This is an optimization exercise on Yosys and OpenROAD, whose aim is small area, not a production implementation.
RTL that was checked went through simulation tests only; none was proved equivalent to the original.
The RTL of run 4 was laid out without a check of its function.
No activity file was given, so power comes from the tool's default toggle rates.

--- flow/design.v ---
package riscv_pkg;
    localparam XLEN = 64;
endpackage
package riscv_privileged_pkg;
    localparam MXLEN            = 64;
    localparam BOOT_ADDRESS     = 63'h100;
    typedef enum logic [1:0]
    {
        XLEN_32     = 2'd1,
        XLEN_64     = 2'd2,
        XLEN_128    = 2'd3
    } mxl_t;
    typedef enum logic [25:0]
    {
        A  = 26'h1,
        B  = 26'h2,
        C  = 26'h4,
        D  = 26'h8,
        E  = 26'h10,
        F  = 26'h20,
        G  = 26'h40,           
        H  = 26'h80,
        I  = 26'h100,          
        J  = 26'h200,          
        K  = 26'h400,          
        L  = 26'h800,          
        M  = 26'h1000,
        N  = 26'h2000,
        O  = 26'h4000,         
        P  = 26'h8000,
        Q  = 26'h10000,
        R  = 26'h20000,        
        S  = 26'h40000,
        T  = 26'h80000,        
        U  = 26'h100000,
        V  = 26'h200000,
        W  = 26'h400000,       
        X  = 26'h800000,
        Y  = 26'h1000000,      
        Z  = 26'h2000000       
    } extensions_t;
    typedef struct packed
    {
        logic           sd;
        logic [24:0]    wpri_4;
        logic           mbe;
        logic           sbe;
        logic [1:0]     sxl;
        logic [1:0]     uxl;
        logic [8:0]     wpri_3;
        logic           tsr;
        logic           tw;
        logic           tvm;
        logic           mxr;
        logic           sum;
        logic           mprv;
        logic [1:0]     xs;
        logic [1:0]     fs;
        logic [1:0]     mpp;
        logic [1:0]     vs;
        logic           spp;
        logic           mpie;
        logic           ube;
        logic           spie;
        logic           wpri_2;
        logic           mie;
        logic           wpri_1;
        logic           sie;
        logic           wpri_0;
    } mstatus_t;
    typedef struct packed
    {
        logic [1:0]     mxl;
        logic [35:0]    zero;
        logic [25:0]    extensions;
    } misa_t;
    typedef logic [63:0]        medeleg_t;
    typedef logic [MXLEN - 1:0] mideleg_t;
    typedef struct packed {
        logic [47:0]    non_standard;
        logic [1:0]     zero_7;
        logic           lcofie;
        logic           zero_6;
        logic           meie;
        logic           zero_5;
        logic           seie;
        logic           zero_4;
        logic           mtie;
        logic           zero_3;
        logic           stie;
        logic           zero_2;
        logic           msie;
        logic           zero_1;
        logic           ssie;
        logic           zero_0;
    } mie_t;
    typedef struct packed
    {
        logic [61:0]    base;
        logic [1:0]     mode;
    } mtvec_t;
    typedef enum logic [1:0]
    {
        DIRECT      = 2'd0,
        VECTORED    = 2'd1
    } mtvec_mode_t;
    typedef struct packed
    {
        logic hpm31;
        logic hpm30;
        logic hpm29;
        logic hpm28;
        logic hpm27;
        logic hpm26;
        logic hpm25;
        logic hpm24;
        logic hpm23;
        logic hpm22;
        logic hpm21;
        logic hpm20;
        logic hpm19;
        logic hpm18;
        logic hpm17;
        logic hpm16;
        logic hpm15;
        logic hpm14;
        logic hpm13;
        logic hpm12;
        logic hpm11;
        logic hpm10;
        logic hpm9;
        logic hpm8;
        logic hpm7;
        logic hpm6;
        logic hpm5;
        logic hpm4;
        logic hpm3;
        logic ir;
        logic tm;
        logic cy;
    } mcounteren_t;
    typedef struct packed {
        logic [25:0]    wpri_1;
        logic           mbe;
        logic           sbe;
        logic [3:0]     wpri_0;
    } mstatush_t;
    typedef logic [MXLEN - 1:0] medelegh_t;  
    typedef logic [MXLEN - 1:0] mscratch_t;
    typedef logic [MXLEN - 1:0] mepc_t;
    typedef struct packed {
        logic           interrupt;
        logic [62:0]    exception_code;
    } mcause_t;
    typedef logic [MXLEN - 1:0] mtval_t;
    typedef struct packed {
        logic [47:0]    non_standard;
        logic [1:0]     zero_7;
        logic           lcofip;
        logic           zero_6;
        logic           meip;
        logic           zero_5;
        logic           seip;
        logic           zero_4;
        logic           mtip;
        logic           zero_3;
        logic           stip;
        logic           zero_2;
        logic           msip;
        logic           zero_1;
        logic           ssip;
        logic           zero_0;
    } mip_t;
    typedef logic [MXLEN - 1:0] mtinst_t;
    typedef logic [MXLEN - 1:0] mtval2_t;
    typedef logic [MXLEN - 1:0] mcycle_t;
    typedef logic [MXLEN - 1:0] minstret_t;
    typedef logic [MXLEN - 1:0] mhpmcounter_t;
    typedef enum logic [MXLEN - 2:0]
    {
        SUPERVISOR_SOFTWARE_INTERRUPT   = 63'd1,
        MACHINE_SOFTWARE_INTERRUPT      = 63'd3,
        SUPERVISOR_TIMER_INTERRUPT      = 63'd5,
        MACHINE_TIMER_INTERRUPT         = 63'd7,
        SUPERVISOR_EXTERNAL_INTERRUPT   = 63'd9,
        MACHINE_EXTERNAL_INTERRUPT      = 63'd11,
        COUNTER_OVERFLOW_INTERRUPT      = 63'd13
    } asynchronous_exception_code_t;
    typedef enum logic [MXLEN - 2:0]
    {   
        INSTRUCTION_ADDRESS_MISALIGNED  = 63'd0,
        INSTRUCTION_ACCESS_FAULT        = 63'd1,
        ILLEGAL_INSTRUCTION             = 63'd2,
        BREAKPOINT                      = 63'd3,
        LOAD_ADDRESS_MISALIGNED         = 63'd4,
        LOAD_ACCESS_FAULT               = 63'd5,
        STORE_AMO_ADDRESS_MISALIGNED    = 63'd6,
        STORE_AMO_ACCESS_FAULT          = 63'd7,
        ENVIRONMENT_CALL_FROM_U_MODE    = 63'd8,
        ENVIRONMENT_CALL_FROM_S_MODE    = 63'd9,
        ENVIRONMENT_CALL_FROM_M_MODE    = 63'd11,
        INSTRUCTION_PAGE_FAULT          = 63'd12,
        LOAD_PAGE_FAULT                 = 63'd13,
        STORE_AMO_PAGE_FAULT            = 63'd15,
        SOFTWARE_CHECK                  = 63'd18,
        HARDWARE_ERROR                  = 63'd19
    } synchronous_exception_code_t;
    typedef logic [MXLEN - 1:0] exception_code_t;
    typedef struct packed
    {
        logic               interrupt;
        exception_code_t    exception_code;
    } csr_exception_cause_t;
    typedef enum logic [1:0]
    {
        USER        = 2'b00,
        SUPERVISOR  = 2'b01,
        RESERVED    = 2'b10,
        MACHINE     = 2'b11
    } privilege_level_t;
    typedef enum logic [1:0]
    {
        OFF     = 2'b00,
        INITIAL = 2'b01,
        CLEAN   = 2'b10,
        DIRTY   = 2'b11
    } extension_status_t;
    typedef enum logic [11:0]
    {
        CSR_MSTATUS         = 12'h300,
        CSR_MISA            = 12'h301,
        CSR_MEDELEG         = 12'h302,
        CSR_MIDELEG         = 12'h303,
        CSR_MIE             = 12'h304,
        CSR_MTVEC           = 12'h305,
        CSR_MCOUNTEREN      = 12'h306,
        CSR_MSCRATCH        = 12'h340,
        CSR_MEPC            = 12'h341,
        CSR_MCAUSE          = 12'h342,
        CSR_MTVAL           = 12'h343,
        CSR_MIP             = 12'h344,
        CSR_MTINST          = 12'h34A,
        CSR_MTVAL2          = 12'h34B,
        CSR_MCYCLE           = 12'hB00,
        CSR_MINSTRET         = 12'hB02,
        CSR_MHPMCOUNTER_3    = 12'hB03,
        CSR_MHPMCOUNTER_4    = 12'hB04,
        CSR_MHPMCOUNTER_5    = 12'hB05,
        CSR_MHPMCOUNTER_6    = 12'hB06,
        CSR_MHPMCOUNTER_7    = 12'hB07,
        CSR_MHPMCOUNTER_8    = 12'hB08,
        CSR_MHPMCOUNTER_9    = 12'hB09,
        CSR_MHPMCOUNTER_10   = 12'hB0A,
        CSR_MHPMCOUNTER_11   = 12'hB0B,
        CSR_MHPMCOUNTER_12   = 12'hB0C,
        CSR_MHPMCOUNTER_13   = 12'hB0D,
        CSR_MHPMCOUNTER_14   = 12'hB0E,
        CSR_MHPMCOUNTER_15   = 12'hB0F,
        CSR_MHPMCOUNTER_16   = 12'hB10,
        CSR_MHPMCOUNTER_17   = 12'hB11,
        CSR_MHPMCOUNTER_18   = 12'hB12,
        CSR_MHPMCOUNTER_19   = 12'hB13,
        CSR_MHPMCOUNTER_20   = 12'hB14,
        CSR_MHPMCOUNTER_21   = 12'hB15,
        CSR_MHPMCOUNTER_22   = 12'hB16,
        CSR_MHPMCOUNTER_23   = 12'hB17,
        CSR_MHPMCOUNTER_24   = 12'hB18,
        CSR_MHPMCOUNTER_25   = 12'hB19,
        CSR_MHPMCOUNTER_26   = 12'hB1A,
        CSR_MHPMCOUNTER_27   = 12'hB1B,
        CSR_MHPMCOUNTER_28   = 12'hB1C,
        CSR_MHPMCOUNTER_29   = 12'hB1D,
        CSR_MHPMCOUNTER_30   = 12'hB1E,
        CSR_MHPMCOUNTER_31   = 12'hB1F
    } csr_allocation_t;
    typedef enum logic [3:0]
    {
        WRITE_AND_READ  = 4'b0001,
        SET_AND_READ    = 4'b0010,
        CLEAR_AND_READ  = 4'b0011,
        READ_ONLY       = 4'b0101,
        WRITE_ONLY      = 4'b1000
    } csr_command_t;
    typedef struct packed
    {
        logic [1:0]         read_write_access;
        privilege_level_t   minimum_privilege_level;
        logic [7:0]         physical_address;
    } csr_address_t;
endpackage
module exception_handler
(
    input logic                             clock_i,
    input logic                             reset_ni,
    input logic [riscv_pkg::XLEN - 1:0]                pc_i,
    input riscv_privileged_pkg::csr_address_t                     csr_address_i,
    input riscv_privileged_pkg::csr_command_t                     csr_command_i,
    input logic [riscv_privileged_pkg::MXLEN - 1:0]               csr_write_data_i,
    input logic                             csr_exception_i,
    input riscv_privileged_pkg::csr_exception_cause_t             csr_exception_cause_i,
    input logic [riscv_pkg::XLEN - 1:0]                csr_exception_pc_i,
    input logic                             timer_interrupt_i,
    input logic                             instruction_retired_i,
    input logic                             mret_i,
    output logic [riscv_privileged_pkg::MXLEN - 1:0]              csr_read_data_o,
    output logic                            csr_read_data_valid_o,
    output logic [riscv_pkg::XLEN - 1:0]               trap_pc_o,
    output logic                            flush_pipeline_o
);
    logic [11:0] a;
    assign a = csr_address_i;
    logic hi30, hi34;
    assign hi30 = (a[11:4] == 8'h30);
    assign hi34 = (a[11:4] == 8'h34);
    logic a300, a301, a304, a305, a306, a340, a341, a342, a343, a344, a34a, a34b;
    assign a300 = hi30 & (a[3:0] == 4'h0);
    assign a301 = hi30 & (a[3:0] == 4'h1);
    assign a304 = hi30 & (a[3:0] == 4'h4);
    assign a305 = hi30 & (a[3:0] == 4'h5);
    assign a306 = hi30 & (a[3:0] == 4'h6);
    assign a340 = hi34 & (a[3:0] == 4'h0);
    assign a341 = hi34 & (a[3:0] == 4'h1);
    assign a342 = hi34 & (a[3:0] == 4'h2);
    assign a343 = hi34 & (a[3:0] == 4'h3);
    assign a344 = hi34 & (a[3:0] == 4'h4);
    assign a34a = hi34 & (a[3:0] == 4'hA);
    assign a34b = hi34 & (a[3:0] == 4'hB);
    logic exists;
    assign exists = (hi30 & (a[3:0] <= 4'h6)) | (hi34 & ((a[3:0] <= 4'h4) | (a[3:1] == 3'b101)));
    logic rd_cmd, wr_cmd, rd_en, wr_en, xwr;
    assign rd_cmd = (csr_command_i == 4'b0001) | (csr_command_i == 4'b0101);
    assign wr_cmd = (csr_command_i == 4'b0001) | (csr_command_i == 4'b1000);
    assign rd_en  = rd_cmd & exists;
    assign wr_en  = wr_cmd & exists;
    assign xwr    = csr_exception_i & wr_en;
    logic mie_b, mpie_b, mpp_b;           
    logic [2:0] mie_r;                    
    logic [2:0] mip_r;                    
    logic mcause_b;                       
    logic v_mtvec, v_mcounteren, v_mscratch, v_mepc, v_mtval, v_mtinst, v_mtval2;
    logic [63:0] mtvec_n, mscratch_n, mepc_n, mtval_n, mtinst_n, mtval2_n;
    logic [31:0] mcounteren_n;
    logic [63:0] mtvec_d, mscratch_d, mepc_d, mtval_d, mtinst_d, mtval2_d;
    logic [31:0] mcounteren_d;
    logic trap;
    assign trap = mie_b & mip_r[1] & mie_r[1];
    logic we_mtvec, we_mcounteren, we_mscratch, we_mie, we_mip, we_mtinst, we_mtval2;
    assign we_mtvec      = wr_en & a305;
    assign we_mcounteren = wr_en & a306;
    assign we_mscratch   = wr_en & a340;
    assign we_mie        = wr_en & a304;
    assign we_mip        = xwr & a344;
    assign we_mtinst     = xwr & a34a;
    assign we_mtval2     = xwr & a34b;
    logic [64:0] cause;
    assign cause = csr_exception_cause_i;
    logic cause_small, c_wdata, c_epc;
    assign cause_small = (cause[64:4] == 61'd0);
    assign c_wdata = cause_small & (cause[3:0] == 4'd0 || cause[3:0] == 4'd4 || cause[3:0] == 4'd5 ||
                                    cause[3:0] == 4'd6 || cause[3:0] == 4'd7 || cause[3:0] == 4'd12 ||
                                    cause[3:0] == 4'd15);
    assign c_epc = cause_small & (cause[3:0] == 4'd3);
    logic en_w, en_e;
    assign en_w = xwr & c_wdata;
    assign en_e = xwr & c_epc;
    for (genvar i = 0; i < 64; i++) begin : g_next
        eh_hold_n u_mtvec    (.we(we_mtvec), .we_h(we_mtvec),    .d(csr_write_data_i[i]), .qn(mtvec_n[i]),    .dn(mtvec_d[i]));
        eh_hold_n u_mscratch (.we(we_mscratch), .we_h(we_mscratch), .d(csr_write_data_i[i]), .qn(mscratch_n[i]), .dn(mscratch_d[i]));
        eh_hold_n u_mepc     (.we(trap), .we_h(trap),        .d(pc_i[i]),             .qn(mepc_n[i]),     .dn(mepc_d[i]));
        eh_hold_n u_mtinst   (.we(we_mtinst), .we_h(we_mtinst),   .d(csr_write_data_i[i]), .qn(mtinst_n[i]),   .dn(mtinst_d[i]));
        eh_hold_n u_mtval2   (.we(we_mtval2), .we_h(we_mtval2),   .d(csr_write_data_i[i]), .qn(mtval2_n[i]),   .dn(mtval2_d[i]));
        eh_mtval_n u_mtval   (.ew(en_w), .wd(csr_write_data_i[i]), .ee(en_e), .ed(csr_exception_pc_i[i]),
                              .we(xwr), .qn(mtval_n[i]), .dn(mtval_d[i]));
    end
    for (genvar i = 0; i < 32; i++) begin : g_next_cnt
        eh_hold_n u_mcounteren (.we(we_mcounteren), .we_h(we_mcounteren), .d(csr_write_data_i[i]), .qn(mcounteren_n[i]), .dn(mcounteren_d[i]));
    end
    always_ff @(posedge clock_i, negedge reset_ni)
        if (!reset_ni) begin
            mie_b <= 1'b0; mpie_b <= 1'b0; mpp_b <= 1'b0;
            mie_r <= 3'b0; mip_r <= 3'b0; mcause_b <= 1'b0;
            v_mtvec <= 1'b0; v_mcounteren <= 1'b0; v_mscratch <= 1'b0; v_mepc <= 1'b0;
            v_mtval <= 1'b0; v_mtinst <= 1'b0; v_mtval2 <= 1'b0;
        end else begin
            if (trap) begin
                mpp_b <= 1'b1; mpie_b <= mie_b; mie_b <= 1'b0;
            end else if (mret_i) begin
                mpp_b <= 1'b1; mpie_b <= 1'b0; mie_b <= mpie_b;
            end else if (wr_en & a300)
                mie_b <= csr_write_data_i[3];
            if (we_mie) mie_r <= {csr_write_data_i[11], csr_write_data_i[7], csr_write_data_i[3]};
            if (we_mip) mip_r <= {csr_write_data_i[11], csr_write_data_i[7], csr_write_data_i[3]};
            if (timer_interrupt_i) mcause_b <= 1'b1;
            if (we_mtvec)      v_mtvec <= 1'b1;
            if (we_mcounteren) v_mcounteren <= 1'b1;
            if (we_mscratch)   v_mscratch <= 1'b1;
            if (trap)          v_mepc <= 1'b1;
            if (xwr)           v_mtval <= 1'b1;
            if (we_mtinst)     v_mtinst <= 1'b1;
            if (we_mtval2)     v_mtval2 <= 1'b1;
        end
    always_ff @(posedge clock_i) begin
        mtvec_n      <= mtvec_d;
        mcounteren_n <= mcounteren_d;
        mscratch_n   <= mscratch_d;
        mepc_n       <= mepc_d;
        mtval_n      <= mtval_d;
        mtinst_n     <= mtinst_d;
        mtval2_n     <= mtval2_d;
    end
    logic s_mstatus, s_misa, s_mie, s_mtvec0, s_mcause, s_mip;
    assign s_mstatus    = rd_en & a300;
    assign s_misa       = rd_en & a301;
    assign s_mie        = rd_en & a304;
    assign s_mtvec0     = rd_en & a305 & ~v_mtvec;
    assign s_mcause     = rd_en & a342 & mcause_b;
    assign s_mip        = rd_en & a344;
    logic sn_mtvec, sn_mcounteren, sn_mscratch, sn_mepc, sn_mtval, sn_mtinst, sn_mtval2;
    assign sn_mtvec      = ~(rd_en & a305 & v_mtvec);
    assign sn_mcounteren = ~(rd_en & a306 & v_mcounteren);
    assign sn_mscratch   = ~(rd_en & a340 & v_mscratch);
    assign sn_mepc       = ~(rd_en & a341 & v_mepc);
    assign sn_mtval      = ~(rd_en & a343 & v_mtval);
    assign sn_mtinst     = ~(rd_en & a34a & v_mtinst);
    assign sn_mtval2     = ~(rd_en & a34b & v_mtval2);
    logic [63:0] rd_small;
    always_comb begin
        rd_small = 64'd0;
        rd_small[3]  = (s_mstatus & mie_b) | (s_mie & mie_r[0]) | (s_mip & mip_r[0]);
        rd_small[7]  = (s_mstatus & mpie_b) | (s_mie & mie_r[1]) | (s_mip & mip_r[1]);
        rd_small[11] = (s_mstatus & mpp_b) | (s_mie & mie_r[2]) | (s_mip & mip_r[2]);
        rd_small[12] = s_mstatus & mpp_b;
        rd_small[63] = s_misa | s_mcause;
        rd_small[8]  = s_misa;
        rd_small[2:0] = {3{s_mcause}};
        rd_small[10] = s_mtvec0;
    end
    logic [63:0] rd_wide;
    for (genvar i = 0; i < 32; i++) begin : g_rd_lo
        eh_rd7n u_rd (
            .sn({sn_mtvec, sn_mscratch, sn_mepc, sn_mtval, sn_mtinst, sn_mtval2, sn_mcounteren}),
            .qn({mtvec_n[i], mscratch_n[i], mepc_n[i], mtval_n[i], mtinst_n[i], mtval2_n[i], mcounteren_n[i]}),
            .y(rd_wide[i]));
    end
    for (genvar i = 32; i < 64; i++) begin : g_rd_hi
        eh_rd6n u_rd (
            .sn({sn_mtvec, sn_mscratch, sn_mepc, sn_mtval, sn_mtinst, sn_mtval2}),
            .qn({mtvec_n[i], mscratch_n[i], mepc_n[i], mtval_n[i], mtinst_n[i], mtval2_n[i]}),
            .y(rd_wide[i]));
    end
    assign csr_read_data_o = rd_small | rd_wide;
    assign csr_read_data_valid_o = exists;
    assign flush_pipeline_o = trap & instruction_retired_i;
    logic vec, code7;
    assign vec   = v_mtvec & (mtvec_n[1:0] == 2'b10);    
    assign code7 = vec & (timer_interrupt_i | mcause_b);
    logic tn;
    assign tn = ~trap;
    logic [63:0] inc_g;
    logic [15:0] blk_c;    
    logic [14:0] blk_p;    
    assign blk_c[0] = 1'b1;
    eh_inc4_first u_inc0 (.p(pc_i[5:2]), .t(trap), .o(inc_g[5:2]), .g(blk_p[0]));
    assign blk_c[1] = blk_p[0];
    for (genvar k = 1; k < 15; k++) begin : g_inc
        eh_inc4 u_inc (.p(pc_i[4*k+2 +: 4]), .c(blk_c[k]), .t(trap), .o(inc_g[4*k+2 +: 4]), .g(blk_p[k]));
        assign blk_c[k+1] = blk_c[k] & blk_p[k];
    end
    assign inc_g[62] = tn & (pc_i[62] ^ blk_c[15]);
    assign inc_g[63] = tn & (pc_i[63] ^ (blk_c[15] & pc_i[62]));
    assign inc_g[1:0] = {2{tn}} & pc_i[1:0];
    assign trap_pc_o = inc_g | {55'd0, trap, 3'b000, {3{trap & code7}}, 2'b00};
endmodule
module eh_hold_n (input logic we, input logic we_h, input logic d, input logic qn, output logic dn);
    assign dn = ~((we & d) | (~we_h & ~qn));
endmodule
module eh_mtval_n (input logic ew, input logic wd, input logic ee, input logic ed,
                   input logic we, input logic qn, output logic dn);
    logic h;
    eh_nor2 u_h (.a(we), .b(qn), .y(h));
    eh_aoi221 u_d (.a1(ew), .a2(wd), .b1(ee), .b2(ed), .c(h), .y(dn));
endmodule
module eh_nor2 (input logic a, b, output logic y);
    assign y = ~(a | b);
endmodule
module eh_aoi221 (input logic a1, a2, b1, b2, c, output logic y);
    assign y = ~((a1 & a2) | (b1 & b2) | c);
endmodule
module eh_rd7n (input logic [6:0] sn, input logic [6:0] qn, output logic y);
    logic n0, n1, n2;
    eh_oai22 u0 (.a1(sn[0]), .a2(qn[0]), .b1(sn[1]), .b2(qn[1]), .y(n0));
    eh_oai22 u1 (.a1(sn[2]), .a2(qn[2]), .b1(sn[3]), .b2(qn[3]), .y(n1));
    eh_oai22 u2 (.a1(sn[4]), .a2(qn[4]), .b1(sn[5]), .b2(qn[5]), .y(n2));
    assign y = n0 | n1 | n2 | ~(sn[6] | qn[6]);
endmodule
module eh_rd6n (input logic [5:0] sn, input logic [5:0] qn, output logic y);
    logic n0, n1, n2;
    eh_oai22 u0 (.a1(sn[0]), .a2(qn[0]), .b1(sn[1]), .b2(qn[1]), .y(n0));
    eh_oai22 u1 (.a1(sn[2]), .a2(qn[2]), .b1(sn[3]), .b2(qn[3]), .y(n1));
    eh_oai22 u2 (.a1(sn[4]), .a2(qn[4]), .b1(sn[5]), .b2(qn[5]), .y(n2));
    assign y = n0 | n1 | n2;
endmodule
module eh_oai22 (input logic a1, a2, b1, b2, output logic y);
    assign y = ~((a1 | a2) & (b1 | b2));
endmodule
module eh_inc4 (input logic [3:0] p, input logic c, input logic t, output logic [3:0] o, output logic g);
    logic n1, n2, n3, x0, x1, x2, x3;
    eh_nand2 u_n1 (.a(c), .b(p[0]), .y(n1));                         
    eh_nand3 u_n2 (.a(c), .b(p[0]), .c(p[1]), .y(n2));               
    eh_nand4 u_n3 (.a(c), .b(p[0]), .c(p[1]), .d(p[2]), .y(n3));     
    eh_xnor2 u_x0 (.a(p[0]), .b(c),  .y(x0));                        
    eh_xor2  u_x1 (.a(p[1]), .b(n1), .y(x1));                        
    eh_xor2  u_x2 (.a(p[2]), .b(n2), .y(x2));
    eh_xor2  u_x3 (.a(p[3]), .b(n3), .y(x3));
    eh_nor2  u_o0 (.a(t), .b(x0), .y(o[0]));
    eh_nor2  u_o1 (.a(t), .b(x1), .y(o[1]));
    eh_nor2  u_o2 (.a(t), .b(x2), .y(o[2]));
    eh_nor2  u_o3 (.a(t), .b(x3), .y(o[3]));
    assign g = &p;
endmodule
module eh_inc4_first (input logic [3:0] p, input logic t, output logic [3:0] o, output logic g);
    logic n2, n3, x1, x2, x3;
    eh_nand2 u_n2 (.a(p[0]), .b(p[1]), .y(n2));                      
    eh_nand3 u_n3 (.a(p[0]), .b(p[1]), .c(p[2]), .y(n3));            
    eh_xnor2 u_x1 (.a(p[1]), .b(p[0]), .y(x1));                      
    eh_xor2  u_x2 (.a(p[2]), .b(n2), .y(x2));
    eh_xor2  u_x3 (.a(p[3]), .b(n3), .y(x3));
    eh_nor2  u_o0 (.a(t), .b(p[0]), .y(o[0]));
    eh_nor2  u_o1 (.a(t), .b(x1), .y(o[1]));
    eh_nor2  u_o2 (.a(t), .b(x2), .y(o[2]));
    eh_nor2  u_o3 (.a(t), .b(x3), .y(o[3]));
    assign g = &p;
endmodule
module eh_nand2 (input logic a, b, output logic y);
    assign y = ~(a & b);
endmodule
module eh_nand3 (input logic a, b, c, output logic y);
    assign y = ~(a & b & c);
endmodule
module eh_nand4 (input logic a, b, c, d, output logic y);
    assign y = ~(a & b & c & d);
endmodule
module eh_xor2 (input logic a, b, output logic y);
    assign y = a ^ b;
endmodule
module eh_xnor2 (input logic a, b, output logic y);
    assign y = ~(a ^ b);
endmodule
--- flow/flow/run.sh ---
#!/bin/bash
# The standard layout (standard.sh: the standard synthesis and ORFS flow) with three
# changes: combinational cells are set to their smallest size before floorplan
# (flow/downsize.tcl; repair sizes up what timing needs), the port buffers are plain buf_1
# cells, and the clock tree uses clkbuf_8 cells in clusters of at most 15 sinks within 60 um, without dummy loads.
# All output goes to standard_flow.log here (ORFS keeps each step's own log under orfs/logs/).
set -euo pipefail
export PRE_FLOORPLAN_TCL="$PWD/flow/downsize.tcl"
export BUFFER_PORTS_ARGS="-buffer_cell sky130_fd_sc_hd__buf_1"
export CTS_ARGS="-sink_clustering_enable -repair_clock_nets -buf_list sky130_fd_sc_hd__clkbuf_8 -dont_use_dummy_load -sink_clustering_size 15 -sink_clustering_max_diameter 60"
bash standard.sh > standard_flow.log 2>&1
--- flow/flow/downsize.tcl ---
# Sourced by ORFS at the start of floorplan (PRE_FLOORPLAN_TCL), after the synthesized
# netlist is loaded: every combinational cell that synthesis gave a stronger drive than it
# needs is put back to the smallest cell of its family (same function). Timing repair later
# in the flow sizes up whatever the timing or slew needs. Flip-flops, buffers and inverters
# are left alone.
set db [ord::get_db]
set block [ord::get_db_block]
array set best {}
foreach m [concat {*}[lmap l [$db getLibs] {$l getMasters}]] {
  set n [$m getName]
  if {![regexp {^(sky130_fd_sc_hd__[a-z0-9]+)_([0-9]+)$} $n -> fam drv]} { continue }
  set a [expr {[$m getWidth] * [$m getHeight]}]
  if {[info exists ::env(DONT_USE_CELLS)] && [lsearch -exact $::env(DONT_USE_CELLS) $n] >= 0} { continue }
  if {![info exists best($fam)] || $a < [lindex $best($fam) 1] || ($a == [lindex $best($fam) 1] && $drv > [lindex $best($fam) 2])} {
    set best($fam) [list $n $a $drv]
  }
}
set count 0
foreach inst [$block getInsts] {
  set m [$inst getMaster]
  set n [$m getName]
  if {![regexp {^(sky130_fd_sc_hd__[a-z0-9]+)_([0-9]+)$} $n -> fam drv]} { continue }
  if {[regexp {buf|inv|df|dl|sdf|edf|conb|tap|fill|decap} $fam]} { continue }
  if {![info exists best($fam)]} { continue }
  set a [expr {[$m getWidth] * [$m getHeight]}]
  if {[lindex $best($fam) 1] < $a} {
    replace_cell [$inst getName] [lindex $best($fam) 0]
    incr count
  }
}
puts "downsize.tcl: $count cells set to the smallest size of their family"
--- flow/standard.sh ---
#!/bin/bash
# synth_recipe.tcl (not shown) runs the flow's synth.tcl, then flattens the netlist and writes it again
# the make line also repeats each setting of config.mk as NAME=value (left out here)
make -C /OpenROAD-flow-scripts/flow DESIGN_CONFIG=/design/flow/config.mk WORK_HOME=/design/flow/orfs CLKGATE_MAP_FILE= SYNTH_SCRIPT=/design/flow/synth_recipe.tcl "${@:-finish}"
--- flow/config.mk ---
export PLATFORM = sky130hd
export DESIGN_NAME = exception_handler
export DESIGN_NICKNAME = exception_handler
export VERILOG_FILES = /design/flow/design.v
export SDC_FILE = /design/flow/constraint.sdc
export NUM_CORES = 4
export LEC_CHECK = 0
export CAP_MARGIN = 20
export CORE_MARGIN = 2
export CORE_UTILIZATION = 40
export SLEW_MARGIN = 20
export SYNTH_HIERARCHICAL = 1
export SYNTH_MINIMUM_KEEP_SIZE = 0
--- flow/constraint.sdc ---
create_clock -name core_clock -period 8.0 [get_ports {clock_i}]
set_input_delay 1.6000 -clock core_clock [delete_from_list [all_inputs] [get_ports {clock_i}]]
set_output_delay 1.6000 -clock core_clock [all_outputs]
set_load 0.01 [all_outputs]
==> results.sh, run 1 <==
export IMPL_relSlewSlack_pct=26.1
export IMPL_nets=2292
export IMPL_fin_worst_skew_ns=0.0487
export IMPL_setup_worst_path_class="input pin to output port"
export IMPL_holdPathStages=1
export IMPL_routed_wl_um=55400
export IMPL_insertion_delay_ns=0.57
export IMPL_port_buffers=408
export IMPL_hpwl_um=35100
export IMPL_setup_violations=0
export IMPL_htree_levels=2
export IMPL_rows=75
export IMPL_cts_resized=0
export IMPL_finalSetupTns_ns=0
export IMPL_ctsHoldBuffers=0
export IMPL_hp_class="register to register"
export IMPL_worst_setup_path_end_kind="output port"
export IMPL_syn_inst=1598
export IMPL_cp_arrival_ns=5.05
export IMPL_cap_violations=0
export IMPL_root_buffer="clkbuf_8"
export IMPL_hold_viol=0
export IMPL_reg2reg_slack_ns=5.39
export IMPL_drt_wirelength_per_cell_um=21.7
export IMPL_cp_max_fo=15
export IMPL_leakage_nw=7.20
export IMPL_num_vias=15000
export IMPL_design_core_area_um2=41900
export IMPL_finalInstanceArea_um2=19500
export IMPL_r2r_start="mie_r[1]"
export IMPL_fin_ws_ns=1.35
export IMPL_drc=0
export IMPL_syn_nets=1878
export IMPL_grt_pass1_wl_um=85300
export IMPL_start_util_pct=40.4
export IMPL_status="complete, no violations"
export IMPL_postRouteAntennaNets=0
export IMPL_drive_gt1_share_pct=4.83
export IMPL_clock_sinks=433
export IMPL_critPathTopFamily="simple AND/OR/NAND/NOR gates"
export IMPL_grt_ovfl_total=0
export IMPL_synth_warnings=7
export IMPL_post_cts_buffers=0
export IMPL_post_route_min_period_ns=6.65
export IMPL_antenna_found_initial=3
export IMPL_cpMostUsedCell="nor3_1"
export IMPL_dp_cells=2511
export IMPL_io_pins=409
export IMPL_start_kind="input pin"
export IMPL_grtUsageTotal_pct=24.5
export IMPL_final_max_slew_viol_count=0
export IMPL_fin_cells=2550
export IMPL_finalPower_mw=3.47
export IMPL_hold_path_endpoint="mcounteren_n[8]"
export IMPL_drt_iter0_markers=993
export IMPL_cp_num_buf_inv=4
export IMPL_fin_crit_sh_pct=83.2
export IMPL_slowest_stage="nand4_1"
export IMPL_pre_cts_ws_ns=1.44
export IMPL_power_density_nw_per_um2=177
export IMPL_rr_endpoint="mepc_n[31]"
export IMPL_clkTransAtPathRegs_ns=0.06
export IMPL_first_global_vias=14600
export IMPL_cts_buffers=38
export IMPL_hold_path_startpoint="mcounteren_n[8]"
export IMPL_ff2ff_path_depth=4
export IMPL_rsz0062_at_grt="false"
export IMPL_die_h_um=210
export IMPL_die_area_um2=43900
export IMPL_utilization_pct=46.7
export IMPL_required_ns=6.40
export IMPL_place_gp_congestion=0.823
export IMPL_ctsLongestPathBuffers=3
export IMPL_slowest_delay_ns=0.76
export IMPL_dieWidth_um=210
export IMPL_place_area_um2=19000
export IMPL_grt_max_degree=85
export IMPL_peakVddDrop_mv=0.105
export IMPL_max_freq_mhz=150
export IMPL_routed_via_density=5.87
export IMPL_drt_pass1_iter_count=5
export IMPL_tightestPinTransition_ns=1.11
export IMPL_tritoncts="yes"
export IMPL_crit_chain="buf_1, nor3_1, nand2_1, nor3_1, buf_4, nand4_1, buf_4, o22ai_1, nor3_1, o21ai_1, buf_1"
export IMPL_whs_ns=0.488
## metal layers
layer | share of wire (%) | global-route usage (%)
met5 | 0.049 | 0
met4 | 1.7 | 5.28
met3 | 6.4 | 4.38
met2 | 45 | 40.0
met1 | 46 | 34.0
## worst max-delay path by stage
stage,from,endpoint,slack (ns),cells past startpoint
floorplan,csr_address_i[6],mtval2_n[0],0.77,7
global placement,csr_address_i[5],csr_read_data_o[0],1.54,12
detailed placement,csr_address_i[5],csr_read_data_o[1],1.44,12
CTS,csr_address_i[5],csr_read_data_o[1],1.43,12
global route,csr_address_i[5],csr_read_data_o[20],1.19,11
finish,csr_address_i[5],csr_read_data_o[20],1.35,11
## report_power, final
group	switching [mW]	internal, mW	total (mW)
sequential	0.00359	2.16	2.16
combinational	0.112	0.0612	0.173
clock	0.700	0.427	1.13
## layout make-up
| cell class | instances | area, um2 |
|---|---|---|
| Sequential cell | 433 | 8750 |
| Timing Repair Buffer | 437 | 1770 |
| Multi-Input combinational cell | 1094 | 7780 |
| Clock buffer | 38 | 523 |
| Fill cell | 4064 | 22300 |
| Tap cell | 539 | 674 |
| Antenna cell | 1 | 2.50 |
| Inverter | 8 | 35.0 |
## registers in the layout, indices dropped and copies added, names as in the netlist, 3 cells and up
signal / flops
mcounteren_n: 32
mepc_n: 64
mie_r: 3
mip_r: 3
mscratch_n: 64
mtinst_n: 64
mtval2_n: 64
mtval_n: 64
mtvec_n: 64
## placed cells by master, fill, tap and decap left out, drive strengths merged, types with 3 or more instances in the layout
cell and instances:
mux2i 3, nand3 23, nor2 136, dfxtp 416, or3 37, buf 437, a221oi 64, o21ai 33
o22ai 192, mux2 6, nand2b 3, dfrtp 17, nor4 19, o2bb2ai 3, a21o 5, and3 4
xnor2 17, nand2 25, a2bb2oi 352, nand4 24, clkbuf 38, o21bai 4, inv 8, nor2b 3
xor2 44, and2 12, and4 17, or2 8, nor3 39
==> run 2, diff against run 1 <==
--- a/flow/config.mk
+++ b/flow/config.mk
@@ -9,4 +9,5 @@
 export CORE_MARGIN = 2
 export CORE_UTILIZATION = 40
+export PLACE_DENSITY = 0.85
 export SLEW_MARGIN = 20
 export SYNTH_HIERARCHICAL = 1
==> run 2 against run 1 <==
Compared with the run above:
- still clean
- combinational power is essentially flat
- cell area down 0.24%
- power fell by 0.45%
- global-route usage fell by 1.3 points
- critical path depth is 1 lower
- maximum frequency decreased by 1.1%
- clock skew is 0.00087 ns lower
- sequential cell count unchanged
- clock power hardly changed
- first-iteration DRC count up 28%
- critical endpoint is now csr_read_data_o[63]
- largest cell class unchanged
==> results.sh, run 2 <==
export IMPL_leakage_nw=7.17
export IMPL_num_vias=15500
export IMPL_finalSetupTns_ns=0
export IMPL_critPathTopFamily="simple AND/OR/NAND/NOR gates"
export IMPL_grt_pass1_wl_um=82000
export IMPL_clkTransAtPathRegs_ns=0.03
export IMPL_rsz0062_at_grt="false"
export IMPL_drt_wirelength_per_cell_um=20.9
export IMPL_start_util_pct=40.4
export IMPL_tritoncts="yes"
export IMPL_htree_levels=2
export IMPL_setup_worst_path_class="input pin to output port"
export IMPL_syn_inst=1598
export IMPL_r2r_start="mie_b"
export IMPL_status="complete, no violations"
export IMPL_die_h_um=210
export IMPL_rows=75
export IMPL_max_freq_mhz=149
export IMPL_drt_pass1_iter_count=5
export IMPL_topRoutingLayerUsed="met4"
export IMPL_root_buffer="clkbuf_8"
export IMPL_hp_class="register to register"
export IMPL_whs_ns=0.484
export IMPL_fin_ws_ns=1.27
export IMPL_ctsHoldBuffers=0
export IMPL_drive_gt1_share_pct=4.54
export IMPL_tightestPinTransition_ns=1.16
export IMPL_finalInstanceArea_um2=19500
export IMPL_grtUsageTotal_pct=23.3
export IMPL_hold_path_endpoint="mtvec_n[39]"
export IMPL_cp_max_fo=44
export IMPL_hold_path_startpoint="mtvec_n[39]"
export IMPL_final_cell_mix="416 x dfxtp_1, 408 x buf_1, 352 x a2bb2oi_1"
export IMPL_final_max_slew_viol_count=0
export IMPL_cp_arrival_ns=5.13
export IMPL_design_core_area_um2=41900
export IMPL_start_kind="input pin"
export IMPL_routed_via_density=6.09
export IMPL_cts_resized=0
export IMPL_drt_iter0_markers=1275
export IMPL_post_route_min_period_ns=6.73
export IMPL_peakVddDrop_mv=0.115
export IMPL_fin_crit_sh_pct=84.1
export IMPL_die_area_um2=43900
export IMPL_io_pins=409
export IMPL_reg2reg_slack_ns=5.79
export IMPL_port_buffers=408
export IMPL_place_gp_congestion=0.893
export IMPL_cpMostUsedCell="buf_1"
export IMPL_wl_met3_um=4670
export IMPL_drc=0
export IMPL_power_density_nw_per_um2=177
export IMPL_crit_chain="buf_1, nor2b_1, nand3_1, nor3_1, nand3_4, buf_4, o22ai_1, or3_1, a211o_1, buf_1"
export IMPL_relSlewSlack_pct=22.2
export IMPL_slowest_stage="nor3_1"
export IMPL_cp_num_buf_inv=3
export IMPL_hold_viol=0
export IMPL_cts_buffers=38
export IMPL_fin_worst_skew_ns=0.0478
export IMPL_clock_sinks=433
export IMPL_ctsLongestPathBuffers=3
export IMPL_rr_endpoint="mepc_n[34]"
export IMPL_wl_met2_um=24700
export IMPL_ff2ff_path_depth=4
export IMPL_nets=2286
export IMPL_setup_violations=0
export IMPL_met1Wirelength_um=22100
export IMPL_post_cts_buffers=0
export IMPL_insertion_delay_ns=0.61
export IMPL_pre_cts_ws_ns=1.41
export IMPL_finalPower_mw=3.45
export IMPL_antenna_found_initial=0
export IMPL_grt_ovfl_total=0
export IMPL_routed_wl_um=53200
export IMPL_first_global_vias=15100
export IMPL_holdPathStages=1
export IMPL_final_common_cell="dfxtp_1"
export IMPL_postRouteAntennaNets=0
export IMPL_synth_warnings=7
export IMPL_dieWidth_um=210
export IMPL_syn_nets=1878
export IMPL_required_ns=6.40
export IMPL_slowest_delay_ns=0.77
export IMPL_grt_max_degree=153
export IMPL_hpwl_um=34600
export IMPL_place_area_um2=19000
export IMPL_cap_violations=0
export IMPL_worst_setup_path_end_kind="output port"
[run 2: metal layers]
metal / up-vias / global-route usage, %
met2: 782 / 38.8
met5: - / 0
met3: 118 / 3.95
met4: 0 / 9.15
met1: 7400 / 30.1
li1: 7189 / -
[run 2: worst max path at each step]
stage                           from             endpoint  cells past startpoint
floorplan           csr_address_i[6]          mtval2_n[0]                      7
global placement    csr_address_i[6]  csr_read_data_o[63]                     10
detailed placement  csr_address_i[5]  csr_read_data_o[63]                     10
CTS                 csr_address_i[5]  csr_read_data_o[63]                     10
global route        csr_address_i[6]  csr_read_data_o[63]                     10
finish              csr_address_i[6]  csr_read_data_o[63]                     10
[run 2: area by class of cell]
cell class                      count  area, um2
Sequential cell                   433       8750
Antenna cell                        2       5.00
Tap cell                          539        674
Clock buffer                       38        523
Fill cell                        3829      22400
Multi-Input combinational cell   1094       7790
Timing Repair Buffer              431       1720
Inverter                            8       35.0
[run 2: stage by stage]
| step | std cells | utilization, % |
|---|---|---|
| 2_1_floorplan | 1598 | - |
| 3_3_place_gp | 2505 | 45.3 |
| 3_5_place_dp | 2505 | 45.3 |
| 4_1_cts | 2543 | 46.6 |
| 5_1_grt | 2543 | 46.6 |
| 6_report | 2545 | 46.6 |
[run 2: report_power, final]
part	switching (mW)	internal (mW)	total, mW
Clock	0.686	0.426	1.11
Sequential	0.00385	2.16	2.17
Combinational	0.111	0.0612	0.172
==> run 3, diff against run 2 <==
==> flow/flow/run.sh (replaced) <==
#!/bin/bash
# The standard layout (standard.sh: the standard synthesis and ORFS flow) with three
# changes: combinational cells are set to their smallest size before floorplan
# (flow/downsize.tcl; repair sizes up what timing needs), the port buffers are plain buf_1
# cells, and the clock tree uses clkbuf_4 cells in clusters of at most 8 sinks within 40 um, without dummy loads.
# All output goes to standard_flow.log here (ORFS keeps each step's own log under orfs/logs/).
set -euo pipefail
export PRE_FLOORPLAN_TCL="$PWD/flow/downsize.tcl"
export BUFFER_PORTS_ARGS="-buffer_cell sky130_fd_sc_hd__buf_1"
export CTS_ARGS="-sink_clustering_enable -repair_clock_nets -buf_list sky130_fd_sc_hd__clkbuf_4 -dont_use_dummy_load -sink_clustering_size 8 -sink_clustering_max_diameter 40"
bash standard.sh > standard_flow.log 2>&1
==> run 3 against run 2 <==
Compared with the run above:
- maximum frequency is 0.26% lower
- clock power hardly changed
- wire length is 0.69% higher
- core utilization hardly changed
- non-clock buffer count stayed put
- hold slack better by 0.0011 ns
- power is 0.48% higher
- register-to-register slack worse by 0.04 ns
- first-iteration DRC count is 7.3% lower
- sequential power hardly changed
- sequential cell count stayed put
- synthesized cell count stayed put
- critical path type unchanged
- highest routed layer unchanged
==> results.sh, run 3 <==
export IMPL_hp_class="register to register"
export IMPL_die_area_um2=43900
export IMPL_drc=0
export IMPL_root_buffer="clkbuf_4"
export IMPL_power_density_nw_per_um2=178
export IMPL_status="complete, no violations"
export IMPL_post_route_min_period_ns=6.75
export IMPL_hpwl_um=34600
export IMPL_slowest_delay_ns=0.77
export IMPL_tightestPinTransition_ns=1.07
export IMPL_drt_iter0_markers=1182
export IMPL_hold_viol=0
export IMPL_drt_pass1_iter_count=5
export IMPL_start_kind="input pin"
export IMPL_finalSetupTns_ns=0
export IMPL_clkTransAtPathRegs_ns=0.04
export IMPL_critPathTopFamily="simple AND/OR/NAND/NOR gates"
export IMPL_fin_ws_ns=1.25
export IMPL_htree_levels=3
export IMPL_required_ns=6.40
export IMPL_setup_worst_path_class="input pin to output port"
export IMPL_cap_violations=0
export IMPL_rsz0062_at_grt="false"
export IMPL_die_h_um=210
export IMPL_crit_chain="buf_1, nor2b_1, nand3_1, nor3_1, nand3_4, buf_4, o22ai_1, or3_1, a211o_1, buf_1"
export IMPL_syn_nets=1878
export IMPL_io_pins=409
export IMPL_fin_crit_sh_pct=84.3
export IMPL_cp_arrival_ns=5.15
export IMPL_finalPower_mw=3.47
export IMPL_pre_cts_ws_ns=1.41
export IMPL_num_vias=15800
export IMPL_final_cell_mix="416 x dfxtp_1, 408 x buf_1, 352 x a2bb2oi_1"
export IMPL_design_core_area_um2=41900
export IMPL_grt_ovfl_total=0
export IMPL_cp_num_buf_inv=3
export IMPL_rows=75
export IMPL_grt_max_degree=153
export IMPL_start_util_pct=40.4
export IMPL_final_max_slew_viol_count=0
export IMPL_antenna_found_initial=2
export IMPL_max_freq_mhz=148
export IMPL_clock_sinks=433
export IMPL_setup_violations=0
export IMPL_first_global_vias=15400
export IMPL_relSlewSlack_pct=28.4
export IMPL_grtUsageTotal_pct=23.5
export IMPL_cts_resized=0
export IMPL_tritoncts="yes"
export IMPL_fill_cells=3859
export IMPL_worst_setup_path_end_kind="output port"
export IMPL_leakage_nw=7.23
export IMPL_ctsLongestPathBuffers=3
export IMPL_syn_inst=1598
export IMPL_fin_worst_skew_ns=0.0567
export IMPL_drive_gt1_share_pct=6.09
export IMPL_dieWidth_um=210
export IMPL_cp_max_fo=44
export IMPL_routed_via_density=6.13
export IMPL_postRouteAntennaNets=0
export IMPL_slowest_stage="nor3_1"
export IMPL_seq_area_um2=8750
export IMPL_nets=2319
export IMPL_multi_input_area_um2=7790
export IMPL_cts_buffers=71
export IMPL_cpMostUsedCell="buf_1"
export IMPL_grt_pass1_wl_um=82600
export IMPL_ctsHoldBuffers=0
export IMPL_peakVddDrop_mv=0.114
export IMPL_routed_wl_um=53500
export IMPL_port_buffers=408
export IMPL_drt_wirelength_per_cell_um=20.8
export IMPL_insertion_delay_ns=0.74
export IMPL_synth_warnings=7
export IMPL_place_gp_congestion=0.893
export IMPL_whs_ns=0.485
export IMPL_post_cts_buffers=0
export IMPL_final_common_cell="dfxtp_1"
run 3: path summary, 6_finish.rpt:
path	startpoint	to	slack [ns]	depth (start not counted)
min in group asynchronous	reset_ni	mcause_b	0.99	1
setup / recovery	csr_address_i[6]	csr_read_data_o[63]	1.25	10
setup reg to reg	mie_b	mepc_n[27]	5.75	4
hold reg to reg	mtvec_n[39]	mtvec_n[39]	0.48	1
hold / removal	mtvec_n[39]	mtvec_n[39]	0.48	1
max in group asynchronous	reset_ni	mpp_b	6.39	1
run 3: where the power goes:
part	total [mW]	internal (mW)	switching (mW)
Sequential	2.17	2.16	0.00388
Combinational	0.172	0.0612	0.111
Clock	1.13	0.408	0.721
Total	3.47	2.63	0.836
run 3: final cells by class:
| type | count | area share, % |
|---|---|---|
| multi-input combinational | 1094 | 39.9 |
| timing repair buffer | 431 | 8.80 |
| antenna | 3 | 0.0385 |
| sequential | 433 | 44.9 |
| clock buffer | 71 | 2.73 |
| inverter | 8 | 0.180 |
| tap | 539 | 3.46 |
run 3: worst register-to-register path, stage by stage (launching register included):
cell and delay, ns:
dfrtp_1 0.39, nand3_1 0.46, inv_6 0.45, buf_12 0.55, a2bb2oi_1 0.20
run 3: stage by stage:
stage	util, %	std cells	instance area [um2]
floorplan	-	1598	16900
global placement	45.3	2505	19000
detailed placement	45.3	2505	19000
CTS	46.6	2576	19500
global route	46.6	2579	19500
finish	46.6	2579	19500
run 3: layer usage:
metal	global-route usage (%)	up-vias	part of all wire (%)	wire [um]
li1	-	7309	-	-
met1	30.0	7488	42	22300
met2	38.8	865	46	24700
met3	5.19	140	8.9	4780
met4	9.20	0	3.2	1740
met5	0	-	0	0
==> run 4, diff against run 3 <==
--- a/flow/design.v
+++ b/flow/design.v
@@ -461,8 +461,6 @@
     logic [14:0] blk_p;    
     assign blk_c[0] = 1'b1;
-    eh_inc4_first u_inc0 (.p(pc_i[5:2]), .t(trap), .o(inc_g[5:2]), .g(blk_p[0]));
-    assign blk_c[1] = blk_p[0];
-    for (genvar k = 1; k < 15; k++) begin : g_inc
-        eh_inc4 u_inc (.p(pc_i[4*k+2 +: 4]), .c(blk_c[k]), .t(trap), .o(inc_g[4*k+2 +: 4]), .g(blk_p[k]));
+    for (genvar k = 0; k < 15; k++) begin : g_inc
+        eh_inc4 u_inc (.p(pc_i[4*k+2 +: 4]), .c(blk_c[k]), .tn(tn), .o(inc_g[4*k+2 +: 4]), .g(blk_p[k]));
         assign blk_c[k+1] = blk_c[k] & blk_p[k];
     end
@@ -504,45 +502,11 @@
     assign y = ~((a1 | a2) & (b1 | b2));
 endmodule
-module eh_inc4 (input logic [3:0] p, input logic c, input logic t, output logic [3:0] o, output logic g);
-    logic n1, n2, n3, x0, x1, x2, x3;
-    eh_nand2 u_n1 (.a(c), .b(p[0]), .y(n1));                         
-    eh_nand3 u_n2 (.a(c), .b(p[0]), .c(p[1]), .y(n2));               
-    eh_nand4 u_n3 (.a(c), .b(p[0]), .c(p[1]), .d(p[2]), .y(n3));     
-    eh_xnor2 u_x0 (.a(p[0]), .b(c),  .y(x0));                        
-    eh_xor2  u_x1 (.a(p[1]), .b(n1), .y(x1));                        
-    eh_xor2  u_x2 (.a(p[2]), .b(n2), .y(x2));
-    eh_xor2  u_x3 (.a(p[3]), .b(n3), .y(x3));
-    eh_nor2  u_o0 (.a(t), .b(x0), .y(o[0]));
-    eh_nor2  u_o1 (.a(t), .b(x1), .y(o[1]));
-    eh_nor2  u_o2 (.a(t), .b(x2), .y(o[2]));
-    eh_nor2  u_o3 (.a(t), .b(x3), .y(o[3]));
+module eh_inc4 (input logic [3:0] p, input logic c, input logic tn, output logic [3:0] o, output logic g);
+    logic [3:0] cc;
+    assign cc[0] = c;
+    assign cc[1] = c & p[0];
+    assign cc[2] = c & p[0] & p[1];
+    assign cc[3] = c & p[0] & p[1] & p[2];
+    assign o = {4{tn}} & (p ^ cc);
     assign g = &p;
 endmodule
-module eh_inc4_first (input logic [3:0] p, input logic t, output logic [3:0] o, output logic g);
-    logic n2, n3, x1, x2, x3;
-    eh_nand2 u_n2 (.a(p[0]), .b(p[1]), .y(n2));                      
-    eh_nand3 u_n3 (.a(p[0]), .b(p[1]), .c(p[2]), .y(n3));            
-    eh_xnor2 u_x1 (.a(p[1]), .b(p[0]), .y(x1));                      
-    eh_xor2  u_x2 (.a(p[2]), .b(n2), .y(x2));
-    eh_xor2  u_x3 (.a(p[3]), .b(n3), .y(x3));
-    eh_nor2  u_o0 (.a(t), .b(p[0]), .y(o[0]));
-    eh_nor2  u_o1 (.a(t), .b(x1), .y(o[1]));
-    eh_nor2  u_o2 (.a(t), .b(x2), .y(o[2]));
-    eh_nor2  u_o3 (.a(t), .b(x3), .y(o[3]));
-    assign g = &p;
-endmodule
-module eh_nand2 (input logic a, b, output logic y);
-    assign y = ~(a & b);
-endmodule
-module eh_nand3 (input logic a, b, c, output logic y);
-    assign y = ~(a & b & c);
-endmodule
-module eh_nand4 (input logic a, b, c, d, output logic y);
-    assign y = ~(a & b & c & d);
-endmodule
-module eh_xor2 (input logic a, b, output logic y);
-    assign y = a ^ b;
-endmodule
-module eh_xnor2 (input logic a, b, output logic y);
-    assign y = ~(a ^ b);
-endmodule
==> flow/flow/run.sh (replaced) <==
#!/bin/bash
# The standard layout (standard.sh: the standard synthesis and ORFS flow) with three
# changes: combinational cells are set to their smallest size before floorplan
# (flow/downsize.tcl; repair sizes up what timing needs), the port buffers are plain buf_1
# cells, and the clock tree uses clkbuf_8 cells in larger clusters, without dummy loads.
# All output goes to standard_flow.log here (ORFS keeps each step's own log under orfs/logs/).
set -euo pipefail
export PRE_FLOORPLAN_TCL="$PWD/flow/downsize.tcl"
export BUFFER_PORTS_ARGS="-buffer_cell sky130_fd_sc_hd__buf_1"
export CTS_ARGS="-sink_clustering_enable -repair_clock_nets -buf_list sky130_fd_sc_hd__clkbuf_8 -dont_use_dummy_load -sink_clustering_size 20 -sink_clustering_max_diameter 80"
bash standard.sh > standard_flow.log 2>&1
--- a/flow/config.mk
+++ b/flow/config.mk
@@ -9,5 +9,4 @@
 export CORE_MARGIN = 2
 export CORE_UTILIZATION = 40
-export PLACE_DENSITY = 0.85
 export SLEW_MARGIN = 20
 export SYNTH_HIERARCHICAL = 1
==> run 4 against run 3 <==
Compared with the run above:
- clock power decreased by 17%
- clock skew decreased by 0.014 ns
- sequential share of layout area increased by 0.16 points
- critical path depth increased by 4
- highest routed layer is now met5
- maximum frequency increased by 6.2%
- combinational power about the same
- die area increased by 0.94%
- count of clock-buffer cells in the layout decreased by 45
- critical endpoint is now trap_pc_o[61]
- setup slack improved by 0.39 ns
- critical path type unchanged
- register-to-register slack got worse by 0.02 ns
- wire length increased by 2.7%
==> results.sh, run 4 <==
export IMPL_drt_pass1_iter_count=6
export IMPL_max_freq_mhz=157
export IMPL_hp_class="register to register"
export IMPL_setup_worst_path_class="input pin to output port"
export IMPL_port_buffers=408
export IMPL_finalSetupTns_ns=0
export IMPL_fin_ws_ns=1.65
export IMPL_finalPower_mw=3.28
export IMPL_peakVddDrop_mv=0.0915
export IMPL_relSlewSlack_pct=29.0
export IMPL_routed_wl_um=55000
export IMPL_grt_ovfl_total=0
export IMPL_final_cell_mix="416 x dfxtp_1, 408 x buf_1, 352 x a2bb2oi_1"
export IMPL_cp_arrival_ns=4.75
export IMPL_cts_buffers=26
export IMPL_dieWidth_um=211
export IMPL_grt_max_degree=92
export IMPL_setup_violations=0
export IMPL_drt_wirelength_per_cell_um=22.0
export IMPL_reg2reg_slack_ns=5.73
export IMPL_post_route_min_period_ns=6.35
export IMPL_cp_num_buf_inv=3
export IMPL_slowest_delay_ns=0.41
export IMPL_num_vias=14700
export IMPL_fin_crit_sh_pct=79.4
export IMPL_clkTransAtPathRegs_ns=0.13
export IMPL_leakage_nw=7.51
export IMPL_die_area_um2=44400
export IMPL_antenna_found_initial=6
export IMPL_pre_cts_ws_ns=1.60
export IMPL_status="complete, no violations"
export IMPL_cap_violations=0
export IMPL_tritoncts="yes"
export IMPL_cpMostUsedCell="ha_1"
export IMPL_syn_nets=1890
export IMPL_hold_viol=0
export IMPL_cp_max_fo=4
export IMPL_postRouteAntennaNets=0
export IMPL_grtUsageTotal_pct=24.1
export IMPL_htree_levels=1
export IMPL_drt_iter0_markers=743
export IMPL_syn_inst=1565
export IMPL_design_core_area_um2=42000
export IMPL_place_gp_congestion=0.874
export IMPL_required_ns=6.40
export IMPL_final_max_slew_viol_count=0
export IMPL_ctsLongestPathBuffers=3
export IMPL_tightestPinTransition_ns=1.07
export IMPL_power_density_nw_per_um2=169
export IMPL_start_util_pct=40.6
export IMPL_hpwl_um=35600
export IMPL_die_h_um=211
export IMPL_post_cts_buffers=0
export IMPL_critPathTopFamily="simple AND/OR/NAND/NOR gates"
export IMPL_ctsHoldBuffers=0
export IMPL_first_global_vias=14500
export IMPL_fin_worst_skew_ns=0.0431
export IMPL_worst_setup_path_end_kind="output port"
export IMPL_start_kind="input pin"
export IMPL_rows=75
export IMPL_grt_pass1_wl_um=84300
export IMPL_synth_warnings=7
export IMPL_crit_chain="buf_1, and4_1, nand3_1, nor2_1, nand2_1, inv_1, and3_1, and2_1, ha_1, ha_1, ha_1, xor2_1, and2_1, buf_1"
export IMPL_drive_gt1_share_pct=4.49
export IMPL_cts_resized=0
export IMPL_final_common_cell="dfxtp_1"
export IMPL_utilization_pct=46.2
export IMPL_whs_ns=0.490
export IMPL_root_buffer="clkbuf_8"
export IMPL_nets=2285
export IMPL_rsz0062_at_grt="false"
export IMPL_io_pins=409
export IMPL_clock_sinks=433
export IMPL_slowest_stage="and4_1"
export IMPL_insertion_delay_ns=0.63
export IMPL_routed_via_density=5.89
export IMPL_drc=0
run 4: cell count changes in the layout (fill, tap and decap cells not counted), sizes merged, moves of 5 or more:
| cell | change |
|---|---|
| nand2 | -15 |
| nor2 | -57 |
| ha | +45 |
| nand4 | -15 |
| and2 | +57 |
| and3 | +5 |
| xor2 | -29 |
| clkbuf | -45 |
| nand3 | -11 |
| xnor2 | -15 |
run 4: power by group:
group	internal (mW)	switching, mW
Clock	0.293	0.650
Sequential	2.16	0.00419
Combinational	0.0636	0.108
run 4: final timing paths:
kind / start / endpoint / depth (start not counted)
min: v_mscratch / v_mscratch / 1
max in group asynchronous: reset_ni / mcause_b / 1
min reg2reg: v_mscratch / v_mscratch / 1
max reg2reg: mie_r[1] / mepc_n[11] / 4
min in group asynchronous: reset_ni / mpp_b / 1
max: pc_i[5] / trap_pc_o[61] / 14
run 4: metal layers:
layer | track usage (%) | routed length (um) | vias to the layer above
li1 | - | - | 7088
met1 | 32.3 | 24700 | 7017
met2 | 40.8 | 25700 | 514
met3 | 4.13 | 3340 | 80
met4 | 5.27 | 1160 | 10
met5 | 0 | 64 | -
run 4: cell type report:
class,instances,area [um2]
Fill cell,4079,22600
Tap cell,539,674
Antenna cell,1,2.50
Clock buffer,26,358
Timing Repair Buffer,429,1690
Sequential cell,433,8750
Inverter,8,32.5
Multi-Input combinational cell,1062,7930
run 4: per-stage QoR:
step / cells / area (um2)
finish: 2498 / 19400
global route: 2497 / 19400
CTS: 2497 / 19400
detailed placement: 2471 / 19100
global placement: 2471 / 19100
floorplan: 1565 / 17100

## port drivers added, routing unchanged
In the flow no input, the clock included, has a driving cell. The finished layouts below were timed again as built, in two steps.
Step 1, drivers: a clkbuf_16 drives clock_i and a buf_2 each remaining input, both assumed.
Step 2 times the ports against the registers' clock, not the clock port: input delays grow and output delays shrink by t, the midpoint of the rising clock arrivals with the driver on.
Three values: ideal ports, drivers, drivers and shift; two values: the first two.
run | t (ns) | setup slack, ns | worst setup path after step 2
run 1 | 0.607 | 1.345 / 1.323 / 1.323 | input to output
run 2 | 0.625 | 1.271 / 1.244 / 1.244 | input to output
run 3 | 0.764 | 1.254 / 1.227 / 1.227 | input to output
run 4 | 0.648 | 1.648 / 1.627 / 1.627 | input to output
After both steps every run listed still meets setup and hold.
